This is an optimization exercise on Yosys and OpenROAD, whose aim is small area and a short achievable clock period, not a production implementation. The RTL was checked by simulation tests, not by an equivalence proof against the original design. No activity file was given, so power comes from the tool's default toggle rates.

--- flow/design.v ---
module Systolic_array (
    input clk, reset,
    input [7:0] in_a, in_b,
    output [16:0] out_c
);
  reg [16:0] acc;
  reg [0:0] kc;
  assign out_c = acc + {kc[0], 12'b0};
  wire [7:0] na, nb;   
  mm_inv ua0 (.a(in_a[0]), .y(na[0]));
  mm_inv ub0 (.a(in_b[0]), .y(nb[0]));
  mm_inv ua1 (.a(in_a[1]), .y(na[1]));
  mm_inv ub1 (.a(in_b[1]), .y(nb[1]));
  mm_inv ua2 (.a(in_a[2]), .y(na[2]));
  mm_inv ub2 (.a(in_b[2]), .y(nb[2]));
  mm_inv ua3 (.a(in_a[3]), .y(na[3]));
  mm_inv ub3 (.a(in_b[3]), .y(nb[3]));
  mm_inv ua4 (.a(in_a[4]), .y(na[4]));
  mm_inv ub4 (.a(in_b[4]), .y(nb[4]));
  mm_inv ua5 (.a(in_a[5]), .y(na[5]));
  mm_inv ub5 (.a(in_b[5]), .y(nb[5]));
  mm_inv ua6 (.a(in_a[6]), .y(na[6]));
  mm_inv ub6 (.a(in_b[6]), .y(nb[6]));
  mm_inv ua7 (.a(in_a[7]), .y(na[7]));
  mm_inv ub7 (.a(in_b[7]), .y(nb[7]));
  wire pp1;
  assign pp1 = ~(na[0] | nb[0]);
  wire pp2;
  assign pp2 = ~(na[0] | nb[1]);
  wire pp3;
  assign pp3 = ~(na[0] | nb[2]);
  wire pp4;
  assign pp4 = ~(na[0] | nb[3]);
  wire pp5;
  assign pp5 = ~(na[0] | nb[4]);
  wire pp6;
  assign pp6 = ~(na[0] | nb[5]);
  wire pp7;
  assign pp7 = ~(na[0] | nb[6]);
  wire pp8;
  assign pp8 = ~(na[0] | nb[7]);
  wire pp9;
  assign pp9 = ~(na[1] | nb[0]);
  wire pp10;
  assign pp10 = ~(na[1] | nb[1]);
  wire pp11;
  assign pp11 = ~(na[1] | nb[2]);
  wire pp12;
  assign pp12 = ~(na[1] | nb[3]);
  wire pp13;
  assign pp13 = ~(na[1] | nb[4]);
  wire pp14;
  assign pp14 = ~(na[1] | nb[5]);
  wire pp15;
  assign pp15 = ~(na[1] | nb[6]);
  wire pp16;
  assign pp16 = ~(na[1] | nb[7]);
  wire pp17;
  assign pp17 = ~(na[2] | nb[0]);
  wire pp18;
  assign pp18 = ~(na[2] | nb[1]);
  wire pp19;
  assign pp19 = ~(na[2] | nb[2]);
  wire pp20;
  assign pp20 = ~(na[2] | nb[3]);
  wire pp21;
  assign pp21 = ~(na[2] | nb[4]);
  wire pp22;
  assign pp22 = ~(na[2] | nb[5]);
  wire pp23;
  assign pp23 = ~(na[2] | nb[6]);
  wire pp24;
  assign pp24 = ~(na[2] | nb[7]);
  wire pp25;
  assign pp25 = ~(na[3] | nb[0]);
  wire pp26;
  assign pp26 = ~(na[3] | nb[1]);
  wire pp27;
  assign pp27 = ~(na[3] | nb[2]);
  wire pp28;
  assign pp28 = ~(na[3] | nb[3]);
  wire pp29;
  assign pp29 = ~(na[3] | nb[4]);
  wire pp30;
  assign pp30 = ~(na[3] | nb[5]);
  wire pp31;
  assign pp31 = ~(na[3] | nb[6]);
  wire pp32;
  assign pp32 = ~(na[3] | nb[7]);
  wire pp33;
  assign pp33 = ~(na[4] | nb[0]);
  wire pp34;
  assign pp34 = ~(na[4] | nb[1]);
  wire pp35;
  assign pp35 = ~(na[4] | nb[2]);
  wire pp36;
  assign pp36 = ~(na[4] | nb[3]);
  wire pp37;
  assign pp37 = ~(na[4] | nb[4]);
  wire pp38;
  assign pp38 = ~(na[4] | nb[5]);
  wire pp39;
  assign pp39 = ~(na[4] | nb[6]);
  wire pp40;
  assign pp40 = ~(na[4] | nb[7]);
  wire pp41;
  assign pp41 = ~(na[5] | nb[0]);
  wire pp42;
  assign pp42 = ~(na[5] | nb[1]);
  wire pp43;
  assign pp43 = ~(na[5] | nb[2]);
  wire pp44;
  assign pp44 = ~(na[5] | nb[3]);
  wire pp45;
  assign pp45 = ~(na[5] | nb[4]);
  wire pp46;
  assign pp46 = ~(na[5] | nb[5]);
  wire pp47;
  assign pp47 = ~(na[5] | nb[6]);
  wire pp48;
  assign pp48 = ~(na[5] | nb[7]);
  wire pp49;
  assign pp49 = ~(na[6] | nb[0]);
  wire pp50;
  assign pp50 = ~(na[6] | nb[1]);
  wire pp51;
  assign pp51 = ~(na[6] | nb[2]);
  wire pp52;
  assign pp52 = ~(na[6] | nb[3]);
  wire pp53;
  assign pp53 = ~(na[6] | nb[4]);
  wire pp54;
  assign pp54 = ~(na[6] | nb[5]);
  wire pp55;
  assign pp55 = ~(na[6] | nb[6]);
  wire pp56;
  assign pp56 = ~(na[6] | nb[7]);
  wire pp57;
  assign pp57 = ~(na[7] | nb[0]);
  wire pp58;
  assign pp58 = ~(na[7] | nb[1]);
  wire pp59;
  assign pp59 = ~(na[7] | nb[2]);
  wire pp60;
  assign pp60 = ~(na[7] | nb[3]);
  wire pp61;
  assign pp61 = ~(na[7] | nb[4]);
  wire pp62;
  assign pp62 = ~(na[7] | nb[5]);
  wire pp63;
  assign pp63 = ~(na[7] | nb[6]);
  wire pp64;
  assign pp64 = ~(na[7] | nb[7]);
  wire s65;
  wire k66;
  mm_ha u66 (.a(acc[5]), .b(pp6), .s(s65), .co(k66));
  wire s67;
  wire k68;
  mm_fa u68 (.a(acc[6]), .b(pp7), .c(pp14), .s(s67), .co(k68));
  wire s69;
  wire k70;
  mm_ha u70 (.a(pp21), .b(pp28), .s(s69), .co(k70));
  wire s71;
  wire k72;
  mm_fa u72 (.a(acc[7]), .b(pp8), .c(pp15), .s(s71), .co(k72));
  wire s73;
  wire k74;
  mm_fa u74 (.a(pp22), .b(pp29), .c(pp36), .s(s73), .co(k74));
  wire s75;
  wire k76;
  mm_ha u76 (.a(pp43), .b(pp50), .s(s75), .co(k76));
  wire s77;
  wire k78;
  mm_fa u78 (.a(acc[8]), .b(pp16), .c(pp23), .s(s77), .co(k78));
  wire s79;
  wire k80;
  mm_fa u80 (.a(pp30), .b(pp37), .c(pp44), .s(s79), .co(k80));
  wire s81;
  wire k82;
  mm_ha u82 (.a(pp51), .b(pp58), .s(s81), .co(k82));
  wire s83;
  wire k84;
  mm_fa u84 (.a(acc[9]), .b(pp24), .c(pp31), .s(s83), .co(k84));
  wire s85;
  wire k86;
  mm_fa u86 (.a(pp38), .b(pp45), .c(pp52), .s(s85), .co(k86));
  wire s87;
  wire k88;
  mm_fa u88 (.a(acc[10]), .b(pp32), .c(pp39), .s(s87), .co(k88));
  wire s89;
  wire k90;
  mm_ha u90 (.a(acc[3]), .b(pp4), .s(s89), .co(k90));
  wire s91;
  wire k92;
  mm_fa u92 (.a(acc[4]), .b(pp5), .c(pp12), .s(s91), .co(k92));
  wire s93;
  wire k94;
  mm_ha u94 (.a(pp19), .b(pp26), .s(s93), .co(k94));
  wire s95;
  wire k96;
  mm_fa u96 (.a(pp13), .b(pp20), .c(pp27), .s(s95), .co(k96));
  wire s97;
  wire k98;
  mm_fa u98 (.a(pp34), .b(pp41), .c(s65), .s(s97), .co(k98));
  wire s99;
  wire k100;
  mm_fa u100 (.a(pp35), .b(pp42), .c(pp49), .s(s99), .co(k100));
  wire s101;
  wire k102;
  mm_fa u102 (.a(k66), .b(s69), .c(s67), .s(s101), .co(k102));
  wire s103;
  wire k104;
  mm_fa u104 (.a(pp57), .b(k70), .c(s75), .s(s103), .co(k104));
  wire s105;
  wire k106;
  mm_fa u106 (.a(k68), .b(s71), .c(s73), .s(s105), .co(k106));
  wire s107;
  wire k108;
  mm_fa u108 (.a(k76), .b(s81), .c(k72), .s(s107), .co(k108));
  wire s109;
  wire k110;
  mm_fa u110 (.a(k74), .b(s77), .c(s79), .s(s109), .co(k110));
  wire s111;
  wire k112;
  mm_fa u112 (.a(pp59), .b(k82), .c(k78), .s(s111), .co(k112));
  wire s113;
  wire k114;
  mm_fa u114 (.a(k80), .b(s83), .c(s85), .s(s113), .co(k114));
  wire s115;
  wire k116;
  mm_fa u116 (.a(pp46), .b(pp53), .c(pp60), .s(s115), .co(k116));
  wire s117;
  wire k118;
  mm_fa u118 (.a(k84), .b(k86), .c(s87), .s(s117), .co(k118));
  wire s119;
  wire k120;
  mm_fa u120 (.a(acc[11]), .b(pp40), .c(pp47), .s(s119), .co(k120));
  wire s121;
  wire k122;
  mm_fa u122 (.a(pp54), .b(pp61), .c(k88), .s(s121), .co(k122));
  wire s123;
  wire k124;
  mm_fa u124 (.a(acc[12]), .b(kc[0]), .c(pp48), .s(s123), .co(k124));
  wire s125;
  wire k126;
  mm_ha u126 (.a(pp55), .b(pp62), .s(s125), .co(k126));
  wire s127;
  wire k128;
  mm_ha u128 (.a(acc[13]), .b(pp56), .s(s127), .co(k128));
  wire s129;
  wire k130;
  mm_ha u130 (.a(acc[2]), .b(pp3), .s(s129), .co(k130));
  wire s131;
  wire k132;
  mm_fa u132 (.a(pp11), .b(pp18), .c(pp25), .s(s131), .co(k132));
  wire s133;
  wire k134;
  mm_fa u134 (.a(pp33), .b(k90), .c(s93), .s(s133), .co(k134));
  wire s135;
  wire k136;
  mm_fa u136 (.a(k94), .b(k92), .c(s95), .s(s135), .co(k136));
  wire s137;
  wire k138;
  mm_fa u138 (.a(k96), .b(s99), .c(k98), .s(s137), .co(k138));
  wire s139;
  wire k140;
  mm_fa u140 (.a(k100), .b(s103), .c(k102), .s(s139), .co(k140));
  wire s141;
  wire k142;
  mm_fa u142 (.a(k104), .b(s107), .c(k106), .s(s141), .co(k142));
  wire s143;
  wire k144;
  mm_fa u144 (.a(k108), .b(s111), .c(k110), .s(s143), .co(k144));
  wire s145;
  wire k146;
  mm_fa u146 (.a(s115), .b(k112), .c(k114), .s(s145), .co(k146));
  wire s147;
  wire k148;
  mm_fa u148 (.a(k116), .b(s119), .c(s121), .s(s147), .co(k148));
  wire s149;
  wire k150;
  mm_fa u150 (.a(s125), .b(k120), .c(s123), .s(s149), .co(k150));
  wire s151;
  wire k152;
  mm_fa u152 (.a(pp63), .b(k126), .c(s127), .s(s151), .co(k152));
  wire s153;
  wire k154;
  mm_ha u154 (.a(acc[14]), .b(pp64), .s(s153), .co(k154));
  wire s155;
  wire k156;
  mm_ha u156 (.a(acc[1]), .b(pp2), .s(s155), .co(k156));
  wire s157;
  wire k158;
  mm_fa u158 (.a(pp10), .b(pp17), .c(s129), .s(s157), .co(k158));
  wire s159;
  wire k160;
  mm_fa u160 (.a(k130), .b(s89), .c(s131), .s(s159), .co(k160));
  wire s161;
  wire k162;
  mm_fa u162 (.a(k132), .b(s91), .c(s133), .s(s161), .co(k162));
  wire s163;
  wire k164;
  mm_fa u164 (.a(k134), .b(s97), .c(s135), .s(s163), .co(k164));
  wire s165;
  wire k166;
  mm_fa u166 (.a(k136), .b(s101), .c(s137), .s(s165), .co(k166));
  wire s167;
  wire k168;
  mm_fa u168 (.a(s105), .b(k138), .c(s139), .s(s167), .co(k168));
  wire s169;
  wire k170;
  mm_fa u170 (.a(s109), .b(k140), .c(s141), .s(s169), .co(k170));
  wire s171;
  wire k172;
  mm_fa u172 (.a(s113), .b(k142), .c(s143), .s(s171), .co(k172));
  wire s173;
  wire k174;
  mm_fa u174 (.a(s117), .b(k144), .c(s145), .s(s173), .co(k174));
  wire s175;
  wire k176;
  mm_fa u176 (.a(k118), .b(k146), .c(s147), .s(s175), .co(k176));
  wire s177;
  wire k178;
  mm_fa u178 (.a(k122), .b(s149), .c(k148), .s(s177), .co(k178));
  wire s179;
  wire k180;
  mm_fa u180 (.a(k124), .b(s151), .c(k150), .s(s179), .co(k180));
  wire s181;
  wire k182;
  mm_fa u182 (.a(k128), .b(s153), .c(k152), .s(s181), .co(k182));
  wire s183;
  wire k184;
  mm_ha u184 (.a(acc[15]), .b(k154), .s(s183), .co(k184));
  wire s185;
  wire k186;
  mm_ha u186 (.a(acc[0]), .b(pp1), .s(s185), .co(k186));
  wire s187;
  wire k188;
  mm_fa u188 (.a(pp9), .b(k186), .c(s155), .s(s187), .co(k188));
  wire s189;
  wire k190;
  mm_fa u190 (.a(k156), .b(k188), .c(s157), .s(s189), .co(k190));
  wire s191;
  wire k192;
  mm_ha u192 (.a(s159), .b(k158), .s(s191), .co(k192));
  wire s193;
  wire k194;
  mm_ha u194 (.a(s161), .b(k160), .s(s193), .co(k194));
  wire s195;
  wire k196;
  mm_ha u196 (.a(s163), .b(k162), .s(s195), .co(k196));
  wire s197;
  wire k198;
  mm_ha u198 (.a(s165), .b(k164), .s(s197), .co(k198));
  wire s199;
  wire k200;
  mm_ha u200 (.a(s167), .b(k166), .s(s199), .co(k200));
  wire s201;
  wire k202;
  mm_ha u202 (.a(s169), .b(k168), .s(s201), .co(k202));
  wire s203;
  wire k204;
  mm_ha u204 (.a(s171), .b(k170), .s(s203), .co(k204));
  wire s205;
  wire k206;
  mm_ha u206 (.a(s173), .b(k172), .s(s205), .co(k206));
  wire s207;
  wire k208;
  mm_ha u208 (.a(s175), .b(k174), .s(s207), .co(k208));
  wire g209;
  assign g209 = k192 | (s191 & k190);
  wire g210;
  assign g210 = k194 | (s193 & g209);
  wire p211;
  assign p211 = s193 & s191;
  wire g212;
  assign g212 = k196 | (s195 & k194);
  wire p213;
  assign p213 = s195 & s193;
  wire g214;
  assign g214 = k198 | (s197 & k196);
  wire p215;
  assign p215 = s197 & s195;
  wire g216;
  assign g216 = k200 | (s199 & k198);
  wire p217;
  assign p217 = s199 & s197;
  wire g218;
  assign g218 = k202 | (s201 & k200);
  wire p219;
  assign p219 = s201 & s199;
  wire g220;
  assign g220 = k204 | (s203 & k202);
  wire p221;
  assign p221 = s203 & s201;
  wire g222;
  assign g222 = k206 | (s205 & k204);
  wire p223;
  assign p223 = s205 & s203;
  wire g224;
  assign g224 = k208 | (s207 & k206);
  wire p225;
  assign p225 = s207 & s205;
  wire g226;
  assign g226 = g212 | (p213 & g209);
  wire p227;
  assign p227 = p213 & s191;
  wire g228;
  assign g228 = g214 | (p215 & g210);
  wire p229;
  assign p229 = p215 & p211;
  wire g230;
  assign g230 = g216 | (p217 & g212);
  wire p231;
  assign p231 = p217 & p213;
  wire g232;
  assign g232 = g218 | (p219 & g214);
  wire p233;
  assign p233 = p219 & p215;
  wire g234;
  assign g234 = g220 | (p221 & g216);
  wire p235;
  assign p235 = p221 & p217;
  wire g236;
  assign g236 = g222 | (p223 & g218);
  wire p237;
  assign p237 = p223 & p219;
  wire g238;
  assign g238 = g224 | (p225 & g220);
  wire p239;
  assign p239 = p225 & p221;
  wire g240;
  assign g240 = g230 | (p231 & g209);
  wire p241;
  assign p241 = p231 & s191;
  wire g242;
  assign g242 = g232 | (p233 & g210);
  wire p243;
  assign p243 = p233 & p211;
  wire g244;
  assign g244 = g234 | (p235 & g226);
  wire p245;
  assign p245 = p235 & p227;
  wire g246;
  assign g246 = g236 | (p237 & g228);
  wire p247;
  assign p247 = p237 & p229;
  wire g248;
  assign g248 = g238 | (p239 & g230);
  wire p249;
  assign p249 = p239 & p231;
  wire g250;
  assign g250 = g248 | (p249 & g209);
  wire p251;
  assign p251 = p249 & s191;
  wire s252;
  wire k253;
  mm_ha u253 (.a(s177), .b(k176), .s(s252), .co(k253));
  wire s254;
  wire k255;
  mm_ha u255 (.a(s179), .b(k178), .s(s254), .co(k255));
  wire s256;
  wire k257;
  mm_ha u257 (.a(s181), .b(k180), .s(s256), .co(k257));
  wire s258;
  wire k259;
  mm_ha u259 (.a(s183), .b(k182), .s(s258), .co(k259));
  wire s260;
  wire k261;
  mm_ha u261 (.a(acc[16]), .b(k184), .s(s260), .co(k261));
  wire g262;
  assign g262 = k255 | (s254 & k253);
  wire p263;
  assign p263 = s254 & s252;
  wire g264;
  assign g264 = k257 | (s256 & k255);
  wire p265;
  assign p265 = s256 & s254;
  wire g266;
  assign g266 = k259 | (s258 & k257);
  wire p267;
  assign p267 = s258 & s256;
  wire g268;
  assign g268 = k261 | (s260 & k259);
  wire p269;
  assign p269 = s260 & s258;
  wire g270;
  assign g270 = g264 | (p265 & k253);
  wire p271;
  assign p271 = p265 & s252;
  wire g272;
  assign g272 = g266 | (p267 & g262);
  wire p273;
  assign p273 = p267 & p263;
  wire g274;
  assign g274 = g268 | (p269 & g264);
  wire p275;
  assign p275 = p269 & p265;
  wire g276;
  assign g276 = g274 | (p275 & k253);
  wire p277;
  assign p277 = p275 & s252;
  wire [16:0] sum = {(s260 ^ g272), (s258 ^ g270), (s256 ^ g262), (s254 ^ k253), (s252 ^ 1'b0), (s207 ^ g246), (s205 ^ g244), (s203 ^ g242), (s201 ^ g240), (s199 ^ g228), (s197 ^ g226), (s195 ^ g210), (s193 ^ g209), (s191 ^ k190), s189, s187, s185};
  always @(posedge clk or posedge reset) begin
    if (reset) begin
      acc <= 17'b0;
      kc <= 1'b0;
    end else begin
      acc <= sum;
      kc <= g250;
    end
  end
endmodule
module Systolic_array_int (
    input clk, reset,
    input [7:0] in_a, in_b,
    output reg [16:0] out_c
);
  wire [16:0] acc = out_c;
  wire [7:0] na, nb;   
  mm_inv ua0 (.a(in_a[0]), .y(na[0]));
  mm_inv ub0 (.a(in_b[0]), .y(nb[0]));
  mm_inv ua1 (.a(in_a[1]), .y(na[1]));
  mm_inv ub1 (.a(in_b[1]), .y(nb[1]));
  mm_inv ua2 (.a(in_a[2]), .y(na[2]));
  mm_inv ub2 (.a(in_b[2]), .y(nb[2]));
  mm_inv ua3 (.a(in_a[3]), .y(na[3]));
  mm_inv ub3 (.a(in_b[3]), .y(nb[3]));
  mm_inv ua4 (.a(in_a[4]), .y(na[4]));
  mm_inv ub4 (.a(in_b[4]), .y(nb[4]));
  mm_inv ua5 (.a(in_a[5]), .y(na[5]));
  mm_inv ub5 (.a(in_b[5]), .y(nb[5]));
  mm_inv ua6 (.a(in_a[6]), .y(na[6]));
  mm_inv ub6 (.a(in_b[6]), .y(nb[6]));
  mm_inv ua7 (.a(in_a[7]), .y(na[7]));
  mm_inv ub7 (.a(in_b[7]), .y(nb[7]));
  wire pp1;
  assign pp1 = ~(na[0] | nb[0]);
  wire pp2;
  assign pp2 = ~(na[0] | nb[1]);
  wire pp3;
  assign pp3 = ~(na[0] | nb[2]);
  wire pp4;
  assign pp4 = ~(na[0] | nb[3]);
  wire pp5;
  assign pp5 = ~(na[0] | nb[4]);
  wire pp6;
  assign pp6 = ~(na[0] | nb[5]);
  wire pp7;
  assign pp7 = ~(na[0] | nb[6]);
  wire pp8;
  assign pp8 = ~(na[0] | nb[7]);
  wire pp9;
  assign pp9 = ~(na[1] | nb[0]);
  wire pp10;
  assign pp10 = ~(na[1] | nb[1]);
  wire pp11;
  assign pp11 = ~(na[1] | nb[2]);
  wire pp12;
  assign pp12 = ~(na[1] | nb[3]);
  wire pp13;
  assign pp13 = ~(na[1] | nb[4]);
  wire pp14;
  assign pp14 = ~(na[1] | nb[5]);
  wire pp15;
  assign pp15 = ~(na[1] | nb[6]);
  wire pp16;
  assign pp16 = ~(na[1] | nb[7]);
  wire pp17;
  assign pp17 = ~(na[2] | nb[0]);
  wire pp18;
  assign pp18 = ~(na[2] | nb[1]);
  wire pp19;
  assign pp19 = ~(na[2] | nb[2]);
  wire pp20;
  assign pp20 = ~(na[2] | nb[3]);
  wire pp21;
  assign pp21 = ~(na[2] | nb[4]);
  wire pp22;
  assign pp22 = ~(na[2] | nb[5]);
  wire pp23;
  assign pp23 = ~(na[2] | nb[6]);
  wire pp24;
  assign pp24 = ~(na[2] | nb[7]);
  wire pp25;
  assign pp25 = ~(na[3] | nb[0]);
  wire pp26;
  assign pp26 = ~(na[3] | nb[1]);
  wire pp27;
  assign pp27 = ~(na[3] | nb[2]);
  wire pp28;
  assign pp28 = ~(na[3] | nb[3]);
  wire pp29;
  assign pp29 = ~(na[3] | nb[4]);
  wire pp30;
  assign pp30 = ~(na[3] | nb[5]);
  wire pp31;
  assign pp31 = ~(na[3] | nb[6]);
  wire pp32;
  assign pp32 = ~(na[3] | nb[7]);
  wire pp33;
  assign pp33 = ~(na[4] | nb[0]);
  wire pp34;
  assign pp34 = ~(na[4] | nb[1]);
  wire pp35;
  assign pp35 = ~(na[4] | nb[2]);
  wire pp36;
  assign pp36 = ~(na[4] | nb[3]);
  wire pp37;
  assign pp37 = ~(na[4] | nb[4]);
  wire pp38;
  assign pp38 = ~(na[4] | nb[5]);
  wire pp39;
  assign pp39 = ~(na[4] | nb[6]);
  wire pp40;
  assign pp40 = ~(na[4] | nb[7]);
  wire pp41;
  assign pp41 = ~(na[5] | nb[0]);
  wire pp42;
  assign pp42 = ~(na[5] | nb[1]);
  wire pp43;
  assign pp43 = ~(na[5] | nb[2]);
  wire pp44;
  assign pp44 = ~(na[5] | nb[3]);
  wire pp45;
  assign pp45 = ~(na[5] | nb[4]);
  wire pp46;
  assign pp46 = ~(na[5] | nb[5]);
  wire pp47;
  assign pp47 = ~(na[5] | nb[6]);
  wire pp48;
  assign pp48 = ~(na[5] | nb[7]);
  wire pp49;
  assign pp49 = ~(na[6] | nb[0]);
  wire pp50;
  assign pp50 = ~(na[6] | nb[1]);
  wire pp51;
  assign pp51 = ~(na[6] | nb[2]);
  wire pp52;
  assign pp52 = ~(na[6] | nb[3]);
  wire pp53;
  assign pp53 = ~(na[6] | nb[4]);
  wire pp54;
  assign pp54 = ~(na[6] | nb[5]);
  wire pp55;
  assign pp55 = ~(na[6] | nb[6]);
  wire pp56;
  assign pp56 = ~(na[6] | nb[7]);
  wire pp57;
  assign pp57 = ~(na[7] | nb[0]);
  wire pp58;
  assign pp58 = ~(na[7] | nb[1]);
  wire pp59;
  assign pp59 = ~(na[7] | nb[2]);
  wire pp60;
  assign pp60 = ~(na[7] | nb[3]);
  wire pp61;
  assign pp61 = ~(na[7] | nb[4]);
  wire pp62;
  assign pp62 = ~(na[7] | nb[5]);
  wire pp63;
  assign pp63 = ~(na[7] | nb[6]);
  wire pp64;
  assign pp64 = ~(na[7] | nb[7]);
  wire s65;
  wire k66;
  mm_ha u66 (.a(acc[5]), .b(pp6), .s(s65), .co(k66));
  wire s67;
  wire k68;
  mm_fa u68 (.a(acc[6]), .b(pp7), .c(pp14), .s(s67), .co(k68));
  wire s69;
  wire k70;
  mm_ha u70 (.a(pp21), .b(pp28), .s(s69), .co(k70));
  wire s71;
  wire k72;
  mm_fa u72 (.a(acc[7]), .b(pp8), .c(pp15), .s(s71), .co(k72));
  wire s73;
  wire k74;
  mm_fa u74 (.a(pp22), .b(pp29), .c(pp36), .s(s73), .co(k74));
  wire s75;
  wire k76;
  mm_ha u76 (.a(pp43), .b(pp50), .s(s75), .co(k76));
  wire s77;
  wire k78;
  mm_fa u78 (.a(acc[8]), .b(pp16), .c(pp23), .s(s77), .co(k78));
  wire s79;
  wire k80;
  mm_fa u80 (.a(pp30), .b(pp37), .c(pp44), .s(s79), .co(k80));
  wire s81;
  wire k82;
  mm_ha u82 (.a(pp51), .b(pp58), .s(s81), .co(k82));
  wire s83;
  wire k84;
  mm_fa u84 (.a(acc[9]), .b(pp24), .c(pp31), .s(s83), .co(k84));
  wire s85;
  wire k86;
  mm_fa u86 (.a(pp38), .b(pp45), .c(pp52), .s(s85), .co(k86));
  wire s87;
  wire k88;
  mm_fa u88 (.a(acc[10]), .b(pp32), .c(pp39), .s(s87), .co(k88));
  wire s89;
  wire k90;
  mm_ha u90 (.a(acc[3]), .b(pp4), .s(s89), .co(k90));
  wire s91;
  wire k92;
  mm_fa u92 (.a(acc[4]), .b(pp5), .c(pp12), .s(s91), .co(k92));
  wire s93;
  wire k94;
  mm_ha u94 (.a(pp19), .b(pp26), .s(s93), .co(k94));
  wire s95;
  wire k96;
  mm_fa u96 (.a(pp13), .b(pp20), .c(pp27), .s(s95), .co(k96));
  wire s97;
  wire k98;
  mm_fa u98 (.a(pp34), .b(pp41), .c(s65), .s(s97), .co(k98));
  wire s99;
  wire k100;
  mm_fa u100 (.a(pp35), .b(pp42), .c(pp49), .s(s99), .co(k100));
  wire s101;
  wire k102;
  mm_fa u102 (.a(k66), .b(s69), .c(s67), .s(s101), .co(k102));
  wire s103;
  wire k104;
  mm_fa u104 (.a(pp57), .b(k70), .c(s75), .s(s103), .co(k104));
  wire s105;
  wire k106;
  mm_fa u106 (.a(k68), .b(s71), .c(s73), .s(s105), .co(k106));
  wire s107;
  wire k108;
  mm_fa u108 (.a(k76), .b(s81), .c(k72), .s(s107), .co(k108));
  wire s109;
  wire k110;
  mm_fa u110 (.a(k74), .b(s77), .c(s79), .s(s109), .co(k110));
  wire s111;
  wire k112;
  mm_fa u112 (.a(pp59), .b(k82), .c(k78), .s(s111), .co(k112));
  wire s113;
  wire k114;
  mm_fa u114 (.a(k80), .b(s83), .c(s85), .s(s113), .co(k114));
  wire s115;
  wire k116;
  mm_fa u116 (.a(pp46), .b(pp53), .c(pp60), .s(s115), .co(k116));
  wire s117;
  wire k118;
  mm_fa u118 (.a(k84), .b(k86), .c(s87), .s(s117), .co(k118));
  wire s119;
  wire k120;
  mm_fa u120 (.a(acc[11]), .b(pp40), .c(pp47), .s(s119), .co(k120));
  wire s121;
  wire k122;
  mm_fa u122 (.a(pp54), .b(pp61), .c(k88), .s(s121), .co(k122));
  wire s123;
  wire k124;
  mm_fa u124 (.a(acc[12]), .b(pp48), .c(pp55), .s(s123), .co(k124));
  wire s125;
  wire k126;
  mm_ha u126 (.a(acc[2]), .b(pp3), .s(s125), .co(k126));
  wire s127;
  wire k128;
  mm_fa u128 (.a(pp11), .b(pp18), .c(pp25), .s(s127), .co(k128));
  wire s129;
  wire k130;
  mm_fa u130 (.a(pp33), .b(k90), .c(s93), .s(s129), .co(k130));
  wire s131;
  wire k132;
  mm_fa u132 (.a(k94), .b(k92), .c(s95), .s(s131), .co(k132));
  wire s133;
  wire k134;
  mm_fa u134 (.a(k96), .b(s99), .c(k98), .s(s133), .co(k134));
  wire s135;
  wire k136;
  mm_fa u136 (.a(k100), .b(s103), .c(k102), .s(s135), .co(k136));
  wire s137;
  wire k138;
  mm_fa u138 (.a(k104), .b(s107), .c(k106), .s(s137), .co(k138));
  wire s139;
  wire k140;
  mm_fa u140 (.a(k108), .b(s111), .c(k110), .s(s139), .co(k140));
  wire s141;
  wire k142;
  mm_fa u142 (.a(s115), .b(k112), .c(k114), .s(s141), .co(k142));
  wire s143;
  wire k144;
  mm_fa u144 (.a(k116), .b(s119), .c(s121), .s(s143), .co(k144));
  wire s145;
  wire k146;
  mm_fa u146 (.a(pp62), .b(k120), .c(s123), .s(s145), .co(k146));
  wire s147;
  wire k148;
  mm_fa u148 (.a(acc[13]), .b(pp56), .c(pp63), .s(s147), .co(k148));
  wire s149;
  wire k150;
  mm_ha u150 (.a(acc[1]), .b(pp2), .s(s149), .co(k150));
  wire s151;
  wire k152;
  mm_fa u152 (.a(pp10), .b(pp17), .c(s125), .s(s151), .co(k152));
  wire s153;
  wire k154;
  mm_fa u154 (.a(k126), .b(s89), .c(s127), .s(s153), .co(k154));
  wire s155;
  wire k156;
  mm_fa u156 (.a(k128), .b(s91), .c(s129), .s(s155), .co(k156));
  wire s157;
  wire k158;
  mm_fa u158 (.a(k130), .b(s97), .c(s131), .s(s157), .co(k158));
  wire s159;
  wire k160;
  mm_fa u160 (.a(k132), .b(s101), .c(s133), .s(s159), .co(k160));
  wire s161;
  wire k162;
  mm_fa u162 (.a(s105), .b(k134), .c(s135), .s(s161), .co(k162));
  wire s163;
  wire k164;
  mm_fa u164 (.a(s109), .b(k136), .c(s137), .s(s163), .co(k164));
  wire s165;
  wire k166;
  mm_fa u166 (.a(s113), .b(k138), .c(s139), .s(s165), .co(k166));
  wire s167;
  wire k168;
  mm_fa u168 (.a(s117), .b(k140), .c(s141), .s(s167), .co(k168));
  wire s169;
  wire k170;
  mm_fa u170 (.a(k118), .b(k142), .c(s143), .s(s169), .co(k170));
  wire s171;
  wire k172;
  mm_fa u172 (.a(k122), .b(s145), .c(k144), .s(s171), .co(k172));
  wire s173;
  wire k174;
  mm_fa u174 (.a(k124), .b(s147), .c(k146), .s(s173), .co(k174));
  wire s175;
  wire k176;
  mm_fa u176 (.a(acc[14]), .b(pp64), .c(k148), .s(s175), .co(k176));
  wire s177;
  wire k178;
  mm_ha u178 (.a(acc[0]), .b(pp1), .s(s177), .co(k178));
  wire s179;
  wire k180;
  mm_fa u180 (.a(pp9), .b(k178), .c(s149), .s(s179), .co(k180));
  wire s181;
  wire k182;
  mm_fa u182 (.a(k150), .b(k180), .c(s151), .s(s181), .co(k182));
  wire s183;
  wire k184;
  mm_fa u184 (.a(k152), .b(s153), .c(k182), .s(s183), .co(k184));
  wire s185;
  wire k186;
  mm_fa u186 (.a(k154), .b(s155), .c(k184), .s(s185), .co(k186));
  wire s187;
  wire k188;
  mm_ha u188 (.a(s157), .b(k156), .s(s187), .co(k188));
  wire s189;
  wire k190;
  mm_ha u190 (.a(s159), .b(k158), .s(s189), .co(k190));
  wire s191;
  wire k192;
  mm_ha u192 (.a(s161), .b(k160), .s(s191), .co(k192));
  wire s193;
  wire k194;
  mm_ha u194 (.a(s163), .b(k162), .s(s193), .co(k194));
  wire s195;
  wire k196;
  mm_ha u196 (.a(s165), .b(k164), .s(s195), .co(k196));
  wire s197;
  wire k198;
  mm_ha u198 (.a(s167), .b(k166), .s(s197), .co(k198));
  wire s199;
  wire k200;
  mm_ha u200 (.a(s169), .b(k168), .s(s199), .co(k200));
  wire s201;
  wire k202;
  mm_ha u202 (.a(s171), .b(k170), .s(s201), .co(k202));
  wire s203;
  wire k204;
  mm_ha u204 (.a(s173), .b(k172), .s(s203), .co(k204));
  wire s205;
  wire k206;
  mm_ha u206 (.a(s175), .b(k174), .s(s205), .co(k206));
  wire s207;
  wire k208;
  mm_ha u208 (.a(acc[15]), .b(k176), .s(s207), .co(k208));
  wire g209;
  assign g209 = k188 | (s187 & k186);
  wire g210;
  assign g210 = k190 | (s189 & g209);
  wire p211;
  assign p211 = s189 & s187;
  wire g212;
  assign g212 = k194 | (s193 & k192);
  wire p213;
  assign p213 = s193 & s191;
  wire g214;
  assign g214 = k198 | (s197 & k196);
  wire p215;
  assign p215 = s197 & s195;
  wire g216;
  assign g216 = k202 | (s201 & k200);
  wire p217;
  assign p217 = s201 & s199;
  wire g218;
  assign g218 = k206 | (s205 & k204);
  wire p219;
  assign p219 = s205 & s203;
  wire g220;
  assign g220 = 1'b0 | (acc[16] & k208);
  wire p221;
  assign p221 = acc[16] & s207;
  wire g222;
  assign g222 = k192 | (s191 & g210);
  wire p223;
  assign p223 = s191 & p211;
  wire g224;
  assign g224 = g212 | (p213 & g210);
  wire p225;
  assign p225 = p213 & p211;
  wire g226;
  assign g226 = k200 | (s199 & g214);
  wire p227;
  assign p227 = s199 & p215;
  wire g228;
  assign g228 = g216 | (p217 & g214);
  wire p229;
  assign p229 = p217 & p215;
  wire g230;
  assign g230 = k208 | (s207 & g218);
  wire p231;
  assign p231 = s207 & p219;
  wire g232;
  assign g232 = g220 | (p221 & g218);
  wire p233;
  assign p233 = p221 & p219;
  wire g234;
  assign g234 = k196 | (s195 & g224);
  wire p235;
  assign p235 = s195 & p225;
  wire g236;
  assign g236 = g214 | (p215 & g224);
  wire p237;
  assign p237 = p215 & p225;
  wire g238;
  assign g238 = g226 | (p227 & g224);
  wire p239;
  assign p239 = p227 & p225;
  wire g240;
  assign g240 = g228 | (p229 & g224);
  wire p241;
  assign p241 = p229 & p225;
  wire g242;
  assign g242 = k204 | (s203 & g240);
  wire p243;
  assign p243 = s203 & p241;
  wire g244;
  assign g244 = g218 | (p219 & g240);
  wire p245;
  assign p245 = p219 & p241;
  wire g246;
  assign g246 = g230 | (p231 & g240);
  wire p247;
  assign p247 = p231 & p241;
  wire g248;
  assign g248 = g232 | (p233 & g240);
  wire p249;
  assign p249 = p233 & p241;
  wire [16:0] sum = {(acc[16] ^ g246), (s207 ^ g244), (s205 ^ g242), (s203 ^ g240), (s201 ^ g238), (s199 ^ g236), (s197 ^ g234), (s195 ^ g224), (s193 ^ g222), (s191 ^ g210), (s189 ^ g209), (s187 ^ k186), s185, s183, s181, s179, s177};
  always @(posedge clk or posedge reset) begin
    if (reset)
      out_c <= 17'b0;
    else
      out_c <= sum;
  end
endmodule
module mm_inv (input a, output y);
  assign y = ~a;
endmodule
module mm_fa (input a, b, c, output s, co);
  assign s = a ^ b ^ c;
  assign co = (a & b) | (c & (a ^ b));
endmodule
module mm_ha (input a, b, output s, co);
  assign s = a ^ b;
  assign co = a & b;
endmodule
module Matrix_Multiplication (
  input clk, reset,
  input [7:0] a1, a2, a3, a4, b1, b2, b3, b4,
  output [16:0] c1, c2, c3, c4, c5, c6, c7, c8, c9, c10, c11, c12, c13, c14, c15, c16
);
  reg [7:0] ad1_0, ad1_1, ad1_2, ad1_3, ad2_0, ad2_1, ad2_2, ad2_3, ad3_0, ad3_1, ad3_2, ad3_3;
  reg [7:0] bd1_0, bd1_1, bd1_2, bd1_3, bd2_0, bd2_1, bd2_2, bd2_3, bd3_0, bd3_1, bd3_2, bd3_3;
  wire [7:0] ad0_0 = a1, ad0_1 = a2, ad0_2 = a3, ad0_3 = a4;
  wire [7:0] bd0_0 = b1, bd0_1 = b2, bd0_2 = b3, bd0_3 = b4;
  always @(posedge clk or posedge reset) begin
    if (reset) begin
      ad1_0 <= 8'b00000000;
      ad1_1 <= 8'b00000000;
      ad1_2 <= 8'b00000000;
      ad1_3 <= 8'b00000000;
      ad2_0 <= 8'b00000000;
      ad2_1 <= 8'b00000000;
      ad2_2 <= 8'b00000000;
      ad2_3 <= 8'b00000000;
      ad3_0 <= 8'b00000000;
      ad3_1 <= 8'b00000000;
      ad3_2 <= 8'b00000000;
      ad3_3 <= 8'b00000000;
      bd1_0 <= 8'b00000000;
      bd1_1 <= 8'b00000000;
      bd1_2 <= 8'b00000000;
      bd1_3 <= 8'b00000000;
      bd2_0 <= 8'b00000000;
      bd2_1 <= 8'b00000000;
      bd2_2 <= 8'b00000000;
      bd2_3 <= 8'b00000000;
      bd3_0 <= 8'b00000000;
      bd3_1 <= 8'b00000000;
      bd3_2 <= 8'b00000000;
      bd3_3 <= 8'b00000000;
    end else begin
      ad1_0 <= ad0_0;
      ad1_1 <= ad0_1;
      ad1_2 <= ad0_2;
      ad1_3 <= ad0_3;
      ad2_0 <= ad1_0;
      ad2_1 <= ad1_1;
      ad2_2 <= ad1_2;
      ad2_3 <= ad1_3;
      ad3_0 <= ad2_0;
      ad3_1 <= ad2_1;
      ad3_2 <= ad2_2;
      ad3_3 <= ad2_3;
      bd1_0 <= bd0_0;
      bd1_1 <= bd0_1;
      bd1_2 <= bd0_2;
      bd1_3 <= bd0_3;
      bd2_0 <= bd1_0;
      bd2_1 <= bd1_1;
      bd2_2 <= bd1_2;
      bd2_3 <= bd1_3;
      bd3_0 <= bd2_0;
      bd3_1 <= bd2_1;
      bd3_2 <= bd2_2;
      bd3_3 <= bd2_3;
    end
  end
  Systolic_array B1 (.clk(clk), .reset(reset), .in_a(ad0_0), .in_b(bd0_0), .out_c(c1));
  Systolic_array B2 (.clk(clk), .reset(reset), .in_a(ad0_1), .in_b(bd1_0), .out_c(c2));
  Systolic_array B3 (.clk(clk), .reset(reset), .in_a(ad0_2), .in_b(bd2_0), .out_c(c3));
  Systolic_array B4 (.clk(clk), .reset(reset), .in_a(ad0_3), .in_b(bd3_0), .out_c(c4));
  Systolic_array B5 (.clk(clk), .reset(reset), .in_a(ad1_0), .in_b(bd0_1), .out_c(c5));
  Systolic_array_int B6 (.clk(clk), .reset(reset), .in_a(ad1_1), .in_b(bd1_1), .out_c(c6));
  Systolic_array_int B7 (.clk(clk), .reset(reset), .in_a(ad1_2), .in_b(bd2_1), .out_c(c7));
  Systolic_array_int B8 (.clk(clk), .reset(reset), .in_a(ad1_3), .in_b(bd3_1), .out_c(c8));
  Systolic_array B9 (.clk(clk), .reset(reset), .in_a(ad2_0), .in_b(bd0_2), .out_c(c9));
  Systolic_array_int B10 (.clk(clk), .reset(reset), .in_a(ad2_1), .in_b(bd1_2), .out_c(c10));
  Systolic_array_int B11 (.clk(clk), .reset(reset), .in_a(ad2_2), .in_b(bd2_2), .out_c(c11));
  Systolic_array_int B12 (.clk(clk), .reset(reset), .in_a(ad2_3), .in_b(bd3_2), .out_c(c12));
  Systolic_array B13 (.clk(clk), .reset(reset), .in_a(ad3_0), .in_b(bd0_3), .out_c(c13));
  Systolic_array_int B14 (.clk(clk), .reset(reset), .in_a(ad3_1), .in_b(bd1_3), .out_c(c14));
  Systolic_array_int B15 (.clk(clk), .reset(reset), .in_a(ad3_2), .in_b(bd2_3), .out_c(c15));
  Systolic_array_int B16 (.clk(clk), .reset(reset), .in_a(ad3_3), .in_b(bd3_3), .out_c(c16));
endmodule
--- flow/flow/run.sh ---
#!/bin/bash
set -uo pipefail
export BUFFER_PORTS_ARGS="-buffer_cell sky130_fd_sc_hd__buf_1"
export CTS_ARGS="-sink_clustering_enable -repair_clock_nets -sink_clustering_size 24 -sink_clustering_max_diameter 150"
bash standard.sh > flow_standard.log 2>&1
--- flow/standard.sh ---
#!/bin/bash
# synth_recipe.tcl (not shown) runs the flow's synth.tcl, then flattens the netlist and writes it again
# the make line also repeats each setting of config.mk as NAME=value (left out here)
make -C /OpenROAD-flow-scripts/flow DESIGN_CONFIG=/design/flow/config.mk WORK_HOME=/design/flow/orfs CLKGATE_MAP_FILE= SYNTH_SCRIPT=/design/flow/synth_recipe.tcl "${@:-finish}"
--- flow/config.mk ---
export PLATFORM = sky130hd
export DESIGN_NAME = Matrix_Multiplication
export DESIGN_NICKNAME = Matrix_Multiplication
export VERILOG_FILES = /design/flow/design.v
export SDC_FILE = /design/flow/constraint.sdc
export NUM_CORES = 4
export LEC_CHECK = 0
export CAP_MARGIN = 20
export CORE_MARGIN = 2
export CORE_UTILIZATION = 40
export SETUP_SLACK_MARGIN = 2.1
export SLEW_MARGIN = 20
export SYNTH_HIERARCHICAL = 1
export SYNTH_MINIMUM_KEEP_SIZE = 0
--- flow/constraint.sdc ---
create_clock -name core_clock -period 6.5 [get_ports {clk}]
set_input_delay 1.3000 -clock core_clock [delete_from_list [all_inputs] [get_ports {clk}]]
set_output_delay 1.3000 -clock core_clock [all_outputs]
set_load 0.01 [all_outputs]
==> impl_metrics.csv, run 1 <==
group,metric,value,unit
logic_synthesis,yosys.area.top_type,"fa_1",
logic_synthesis,synth_seq_cells,471,
setup_path,arrival,4.82,ns
power,switching_share,0.4766,
logic_synthesis,ys_types,33,
power,seqPwrFrac,0.186,
setup_path,path_delay_family,"adder cells",
routing,avgRoutedWirePerCell,20.56,um
sta,setup_viol,0,
routing,ant_nets,0,
power,p_clk_frac,0.061,
finish,fillers,10612,
setup_path,setup.worst_path.class,"reg2reg",
routing,drc,0,
finish,nNetsFinal,5485,
routing,dr.pass1.iters,5,
setup_path,cp_num_buf_inv,1,
power,p_per_area,619.4,nW/um2
placed_design,io_buffer_count,337,
placed_design,dp_hpwl,96780,um
clock_tree,cts_sinks,471,
floorplanning,row_count,122,
setup_path,rrSetupSlack,2.22,ns
global_route,grt-busiest-layer,"met2",
finish,layout-drive-gt1-share,0.09115,
routing,vias_per_cell,5.032,
logic_synthesis,syn_area,44450,um2
sta,worst_slew_pin_slew,0.8219,ns
sta,finalSetupTns,0,ns
clock_tree,cts_tree,"done",
power,max-vdd-ir-drop,0.5793,mV
floorplanning,die_x,337.4,um
global_route,gr-usage-met1,0.2807,
routing,num_vias,28418,
setup_path,reg2reg_depth,17,
floorplanning,dieArea,113800,um2
power,p_int,15580,uW
global_route,antenna_found_initial,8,
setup_path,r2r-end,"B12.out_c[14]",
logic_synthesis,synth_top_area_share,0.3684,
floorplanning,core-area,110500,um2
sta,layout_worst_path_cycle_share,0.6578,
sta,rsz0062_at_grt,"true",
routing,drt-initial-drc-count,1501,
global_route,grt_pass1_wl,182900,um
sta,fmax,233.9,MHz
sta,fin_skew,0.03103,ns
run_status,status,"complete, no violations",
global_route,grtUsageTotal,0.2102,
setup_path,crit_path_start_kind,"flip-flop",
min_path,hold_depth,0,
setup_path,endpoint_kind,"flip-flop",
power,power,29760,uW
finish,postLayoutCoreUtil,0.4348,
setup_path,max_stage_delay,0.51,ns
global_route,grt_overflow,0,
setup_path,cp_slowest_cell,"fa_1",
finish,syn2layout_area_growth,8.099,%
power,power.leakage,0.02283,uW
sta,slew_headroom,0.4520,
clock_tree,h-tree-depth,1,
setup_path,path_cells,"clkinvlp_4 > nor2_4 > fa_1 > fa_1 > fa_1 > ha_1 > ha_2 > or2_2 > ha_2 > o211ai_1 > nand2_1 > a41o_1 > nand2_1 > nand2_1 > ha_1 > nor2_1 > xnor2_1",
global_route,grt_max_degree,143,
placed_design,gp_congestion,0.8761,
logic_synthesis,syn-num-nets,5367,
clock_tree,cts_buffers,24,
finish,fin_area,48050,um2
sta,post-route-min-period,4.276,ns
floorplanning,initial_core_util,0.4022,
sta,finalHoldViolCount,0,
clock_tree,cts_hold_buf,0,
setup_path,crit_fanout,7,
power,power_frac_comb,0.753,
global_route,met2_usage,0.3549,
logic_synthesis,avgSynthCellArea,11.02,um2
min_path,min_path_type,"reg2reg",
routing,drt_wl_total,116100,um
placed_design,placed_area,46070,um2
floorplanning,fp.dieH,337.4,um
clock_tree,insertion_delay,0.64,ns
clock_tree,clock_path_buffers,3,
clock_tree,cts_root_buffer,"clkbuf_16",
global_route,grt_pass1_vias,31192,
global_route,gr-usage-met3,0.03711,
job,cap_violations,0,
setup_path,r2r-start,"bd3_2[3]",
clock_tree,path_clk_slew,0.10,ns
logic_synthesis,yosysSeqAreaShare,0.2652,
min_path,hold_start,"ad1_0[4]",
power,power.net_switching,14180,uW
sta,hold_slack,0.3826,ns
logic_synthesis,yosys_warnings,9,
logic_synthesis,synthCells,4034,
logic_synthesis,synth_top_cells_by_area,"fa_1 37%, dfrtp_1 27%, ha_1 13%",
setup_path,crit_required,7.05,ns
min_path,holdPathEnd,"ad2_0[4]",
sta,finalMaxSlewViolations,0,
floorplanning,io_pins,338,
[per-module statistics from Yosys, one instance, submodules excluded]
module	cells inside	area, um2
Matrix_Multiplication	193	4808
Systolic_array	169	1257
Systolic_array_int	135	987.2
mm_fa	1	20.02
mm_ha	1	12.51
mm_inv	1	3.754
[layout make-up]
| class | instances | area (um2) | share of cell area |
|---|---|---|---|
| well taps | 1488 | 1862 | 0.03875 |
| clock buffers | 26 | 629.4 | 0.01310 |
| diodes | 1 | 2.502 | 0.00005208 |
| clock inverters | 6 | 66.31 | 0.001380 |
| inverters | 280 | 1192 | 0.02482 |
| repair buffers | 432 | 2023 | 0.04211 |
| flip-flops and latches | 471 | 11810 | 0.2458 |
| multi-input cells | 2943 | 30460 | 0.6340 |
[timing repair]
item / 4_1_cts / 5_1_grt
endpoints found under the setup margin: 39 / 54
buffers inserted: 33 / 59
pin swaps: 21 / 88
endpoints found under the hold margin: 0 / 0
resized for setup: 92 / 164
gates cloned: 0 / 0
[metrics by stage]
step | instances | worst slack, ns
6_report | 5647 | 2.224
5_1_grt | 5646 | 2.028
4_1_cts | 5587 | 2.084
3_5_place_dp | 5522 | 1.418
3_3_place_gp | 5522 | 1.396
2_1_floorplan | 4034 | 2.112
[metal layers]
metal | vias to the layer above | share of wire
met2 | 632 | 0.49
li1 | 12675 | -
met4 | 10 | 0.028
met3 | 138 | 0.055
met1 | 14963 | 0.42
met5 | - | 0.00049
[synth_stat cells, drive strengths merged]
| cell type | n |
|---|---|
| nor2 | 1106 |
| fa | 818 |
| dfrtp | 471 |
| ha | 449 |
| inv | 280 |
| clkbuf | 256 |
| xnor2 | 117 |
| nand2 | 91 |
| buf | 84 |
| a21oi | 83 |
| a21o | 37 |
| nand3 | 30 |
| o21ai | 30 |
| or2 | 25 |
| o211ai | 23 |
| a211oi | 16 |
| a221oi | 16 |
| a31oi | 14 |
| nor3 | 14 |
| xor2 | 14 |
| a41o | 9 |
| a41oi | 9 |
| a21boi | 7 |
| and2 | 7 |
| mux2i | 7 |
| nand2b | 7 |
| nand4 | 7 |
| nor2b | 7 |
[state kept, by name, summed over array words and instances, names as in the netlist, 17 cells and up]
register   flops
B4.acc        17
B14.out_c     17
B11.out_c     17
B10.out_c     17
B12.out_c     17
B8.out_c      17
B13.acc       17
B7.out_c      17
B2.acc        17
B1.acc        17
B5.acc        17
B15.out_c     17
B16.out_c     17
B3.acc        17
B9.acc        17
B6.out_c      17
[power groups by stage]
stage / Combinational, uW / Sequential (uW) / Clock (uW)
6_report: 22400 / 5540 / 1820
5_1_grt: 25700 / 5690 / 1980
4_1_cts: 21900 / 5590 / 1900
3_5_place_dp: 21200 / 5640 / 0
3_3_place_gp: 20800 / 5640 / 0
2_1_floorplan: 16600 / 5330 / 0
[logic make-up (layout without fill, tap and decap cells)]
| family | Yosys count | in the layout | synth area share |
|---|---|---|---|
| xor+xnor | 131 | 131 | 0.02581 |
| other cells | 0 | 1 | 0 |
| fa+ha+maj | 1267 | 1267 | 0.4948 |
| simple gates | 1294 | 1294 | 0.1135 |
| compound gates | 244 | 244 | 0.03969 |
| buf+inv | 620 | 744 | 0.05945 |
| flops | 471 | 471 | 0.2652 |
| mux | 7 | 7 | 0.001576 |
[how the worst max path moves through the flow]
stage	from	to	depth (start not counted)
2_1_floorplan	a2[1]	B2.kc	12
3_3_place_gp	a3[3]	B3.kc	12
4_1_cts	bd2_2[0]	B11.out_c[14]	18
6_report	bd3_2[3]	B12.out_c[14]	17
3_5_place_dp	a3[3]	B3.kc	12
5_1_grt	bd3_2[3]	B12.out_c[14]	17
[cell usage in the layout (no fill, tap or decap), types with 20 or more instances in the layout]
| master | synthesis | routed |
|---|---|---|
| nor2_1 | 1106 | 1079 |
| fa_1 | 818 | 789 |
| dfrtp_1 | 471 | 451 |
| ha_1 | 449 | 426 |
| buf_1 | 0 | 332 |
| inv_1 | 280 | 198 |
| xnor2_1 | 117 | 117 |
| nand2_1 | 91 | 91 |
| buf_4 | 84 | 87 |
| a21oi_1 | 76 | 76 |
| a21o_1 | 37 | 37 |
| inv_2 | 0 | 36 |
| inv_4 | 0 | 31 |
| nand3_1 | 30 | 30 |
| fa_2 | 0 | 29 |
| clkbuf_16 | 0 | 25 |
| o21ai_0 | 23 | 23 |
| nor2_2 | 0 | 22 |
| dfrtp_2 | 0 | 20 |
==> run 2, diff against run 1 <==
==> flow/flow/run.sh (replaced) <==
#!/bin/bash
set -uo pipefail
export BUFFER_PORTS_ARGS="-buffer_cell sky130_fd_sc_hd__buf_1"
export CTS_ARGS="-sink_clustering_enable -repair_clock_nets -sink_clustering_size 20 -sink_clustering_max_diameter 130"
bash standard.sh > flow_standard.log 2>&1
==> run 2 against run 1 <==
Against the previous run:
- register-to-register slack got worse by 0.04 ns
- largest cell class unchanged
- cell area increased by 0.15%
- clock skew grew 0.00063 ns
- cell count about the same
- flip-flop and latch count stayed put
- worst hold slack got worse by 0.0037 ns
- clock power up 13%
- non-clock buffer count down 12
- highest routed layer unchanged
- still clean
- sequential power about the same
- critical path depth is 1 lower
- sequential share of layout area is essentially flat
- critical endpoint is now B8.out_c[16]
- maximum frequency decreased by 0.93%
==> impl_metrics.csv, run 2 <==
group,metric,value,unit
power,switching_share,0.4739,
setup_path,r2r-end,"B8.out_c[16]",
sta,rsz0062_at_grt,"true",
clock_tree,clock_path_buffers,3,
logic_synthesis,syn_area,44450,um2
setup_path,cp_slowest_cell,"fa_1",
routing,vias_per_cell,5.019,
setup_path,crit_path_start_kind,"flip-flop",
global_route,grtUsageTotal,0.2104,
clock_tree,cts_root_buffer,"clkbuf_16",
floorplanning,row_count,122,
min_path,min_path_type,"reg2reg",
power,p_per_area,621.0,nW/um2
routing,ant_nets,0,
logic_synthesis,synth_edf_count,0,
floorplanning,die_x,337.4,um
setup_path,path_cells,"clkinv_4 > nor2_4 > ha_4 > fa_1 > fa_2 > fa_2 > fa_2 > ha_4 > or2_4 > ha_4 > o211ai_1 > nand2_1 > a41o_1 > buf_4 > a221oi_4 > xnor2_1",
placed_design,pre_cts_ws,1.418,ns
run_status,status,"complete, no violations",
placed_design,post-place-cells,5522,
logic_synthesis,ys_types,33,
finish,fin_cells,5644,
sta,slew_headroom,0.4501,
sta,layout_worst_path_cycle_share,0.6640,
floorplanning,io_pins,338,
routing,wl_met2,57190,um
finish,nNetsFinal,5478,
sta,post-route-min-period,4.316,ns
logic_synthesis,synth.most_common_cell,"nor2_1",
routing,drt-met1-wl,48620,um
setup_path,arrival,4.87,ns
global_route,grt_max_degree,143,
placed_design,dp_hpwl,96780,um
placed_design,io_buffer_count,337,
setup_path,crit_fanout,7,
finish,regArea,11810,um2
setup_path,max_stage_delay,0.50,ns
power,p_int,15720,uW
sta,worst_slew_pin_slew,0.8248,ns
sta,hold_slack,0.3789,ns
routing,num_vias,28326,
logic_synthesis,synth_top_area_share,0.3684,
power,seqPwrFrac,0.186,
power,power.net_switching,14160,uW
sta,fin_skew,0.03167,ns
clock_tree,insertion_delay,0.66,ns
setup_path,setup.worst_path.class,"reg2reg",
power,power,29880,uW
sta,fmax,231.7,MHz
routing,drc,0,
floorplanning,initial_core_util,0.4022,
global_route,grt_pass1_vias,31220,
clock_tree,h-tree-depth,1,
global_route,grt_pass1_wl,183100,um
min_path,hold_depth,0,
logic_synthesis,yosys_warnings,9,
clock_tree,cts_tree,"done",
floorplanning,core-area,110500,um2
placed_design,gp_congestion,0.8761,
sta,setup_slack,2.184,ns
setup_path,crit_required,7.05,ns
finish,layout_commonest_cell,"nor2_1",
setup_path,endpoint_kind,"flip-flop",
setup_path,reg2reg_depth,16,
finish,final_cell_mix,"1079 x nor2_1, 790 x fa_1, 452 x dfrtp_1, 426 x ha_1, 333 x buf_1",
global_route,grt_overflow,0,
setup_path,r2r-start,"bd3_1[2]",
logic_synthesis,async_reset_ff_frac,1.000,
logic_synthesis,synth_seq_cells,471,
routing,dr.pass1.iters,5,
sta,finalSetupTns,0,ns
clock_tree,cts_buffers,29,
routing,drt_wl_total,116000,um
power,power.leakage,0.02287,uW
routing,met3WireLength,6630,um
routing,drt-initial-drc-count,1429,
power,p_clk_frac,0.068,
sta,finalMaxSlewViolations,0,
min_path,holdPathEnd,"ad2_0[6]",
setup_path,rrSetupSlack,2.18,ns
routing,avgRoutedWirePerCell,20.56,um
job,cap_violations,0,
routing,top_layer,"met5",
finish,multi_input_area,30450,um2
power,power_frac_comb,0.746,
sta,finalHoldViolCount,0,
global_route,antenna_found_initial,9,
sta,setup_viol,0,
finish,syn2layout_area_growth,8.256,%
logic_synthesis,yosysSeqAreaShare,0.2652,
floorplanning,fp.dieH,337.4,um
logic_synthesis,ys.flop_type,"dfrtp_1",
finish,fillers,10614,
logic_synthesis,syn-num-nets,5367,
clock_tree,cts_sinks,471,
logic_synthesis,synthCells,4034,
logic_synthesis,avgSynthCellArea,11.02,um2
power,max-vdd-ir-drop,0.5823,mV
finish,layout-drive-gt1-share,0.08931,
logic_synthesis,synthTopCellsByCount,"1106 x nor2_1, 818 x fa_1, 471 x dfrtp_1, 449 x ha_1, 280 x inv_1",
clock_tree,path_clk_slew,0.09,ns
logic_synthesis,synth_top_cells_by_area,"fa_1 37%, dfrtp_1 27%, ha_1 13%",
logic_synthesis,yosys.area.top_type,"fa_1",
clock_tree,cts_hold_buf,0,
floorplanning,dieArea,113800,um2
min_path,hold_start,"ad1_0[6]",
[run 2: cells by family after synthesis]
group | Yosys count | synth area share
buffers and inverters | 620 | 0.05945
muxes | 7 | 0.001576
AOI/OAI and AO/OA | 244 | 0.03969
DFF | 471 | 0.2652
and+or+nand+nor | 1294 | 0.1135
adders and majority gates | 1267 | 0.4948
xor gates and xnor gates | 131 | 0.02581
[run 2: timing repair]
item | 4_1_cts | 5_1_grt
gates resized for setup | 87 | 166
pin swaps | 12 | 86
setup buffers | 30 | 50
setup endpoints to repair | 39 | 55
[run 2: modules after synthesis (local to each module, per instance)]
module                 flops+latches  cell area (um2)  times used  cells inside
Systolic_array                    18             1257           7           169
Matrix_Multiplication            192             4808           1           193
mm_inv                             0            3.754         256             1
Systolic_array_int                17            987.2           9           135
mm_ha                              0            12.51         369             1
mm_fa                              0            20.02         818             1
[run 2: worst max-delay path by stage]
stage	from	end	cells after the start
global placement	a3[3]	B3.kc	12
finish	bd3_1[2]	B8.out_c[16]	16
CTS	bd2_2[0]	B11.out_c[14]	18
global route	ad1_3[0]	B8.out_c[14]	20
detailed placement	a3[3]	B3.kc	12
floorplan	a2[1]	B2.kc	12
[run 2: metrics by stage]
stage	util	cell area, um2
6_report	0.4354	48120
3_5_place_dp	0.4169	46070
2_1_floorplan	-	44550
5_1_grt	0.4354	48110
3_3_place_gp	0.4169	46070
4_1_cts	0.4276	47250
[run 2: layout make-up]
| type | count | area share |
|---|---|---|
| clock buffers | 30 | 0.01537 |
| repair buffers | 420 | 0.03999 |
| flip-flops and latches | 471 | 0.2454 |
| clock inverters | 10 | 0.002938 |
| multi-input cells | 2943 | 0.6327 |
| diodes | 2 | 0.0001040 |
| well taps | 1488 | 0.03869 |
| inverters | 280 | 0.02473 |
[run 2: metal layers]
metal  GRT usage  up-vias
li1            -    12669
met1      0.2798    14869
met2      0.3535      640
met3     0.03958      138
met4     0.05532       10
met5           0        -
[run 2: critical path: cells and delay by family, from the launching register on]
family | cells | cell delay, ns
flip-flops | 1 | 0.42
AND/OR/NAND/NOR | 3 | 0.48
buffers and inverters | 2 | 0.27
adder cells (fa/ha/maj) | 7 | 2.25
XOR/XNOR | 1 | 0.16
AO/OA/AOI/OAI | 3 | 0.65
[run 2: power groups by stage]
stage / clock [uW] / sequential [uW] / combinational (uW)
after CTS: 2140 / 5590 / 21800
after global routing: 2220 / 5690 / 25600
after detailed placement: 0 / 5640 / 21200
after floorplan: 0 / 5330 / 16600
final: 2050 / 5540 / 22300
after global placement: 0 / 5640 / 20800

==> what the ideal ports hide <==
No port has a modelled driver above. Below, the same layouts with a new extraction and two added sets of constraints. Step 1 assumes that a clkbuf_16 drives the clock port and a buf_2 every other input. Step 2 also shifts input and output timing later by t, the mid clock arrival at the registers, as if the neighbouring blocks saw the same clock. Three values: ideal, step 1, step 2; two values: the first two.
| run | t (ns) | setup WS [ns] | worst setup path at the end | worst slew at a driven data input, ns | cell pins on the clock port's net |
|---|---|---|---|---|---|
| run 1 | 0.690 | 2.224 / 2.223 / 1.533 | input to register | 0.12 | 1 |
| run 2 | 0.713 | 2.184 / 2.184 / 1.505 | input to register | 0.13 | 1 |
After both steps every run listed still meets setup and hold. The setup slack of run 1, which loses most, moves by -0.001 ns with the drivers and by -0.691 ns with both steps.
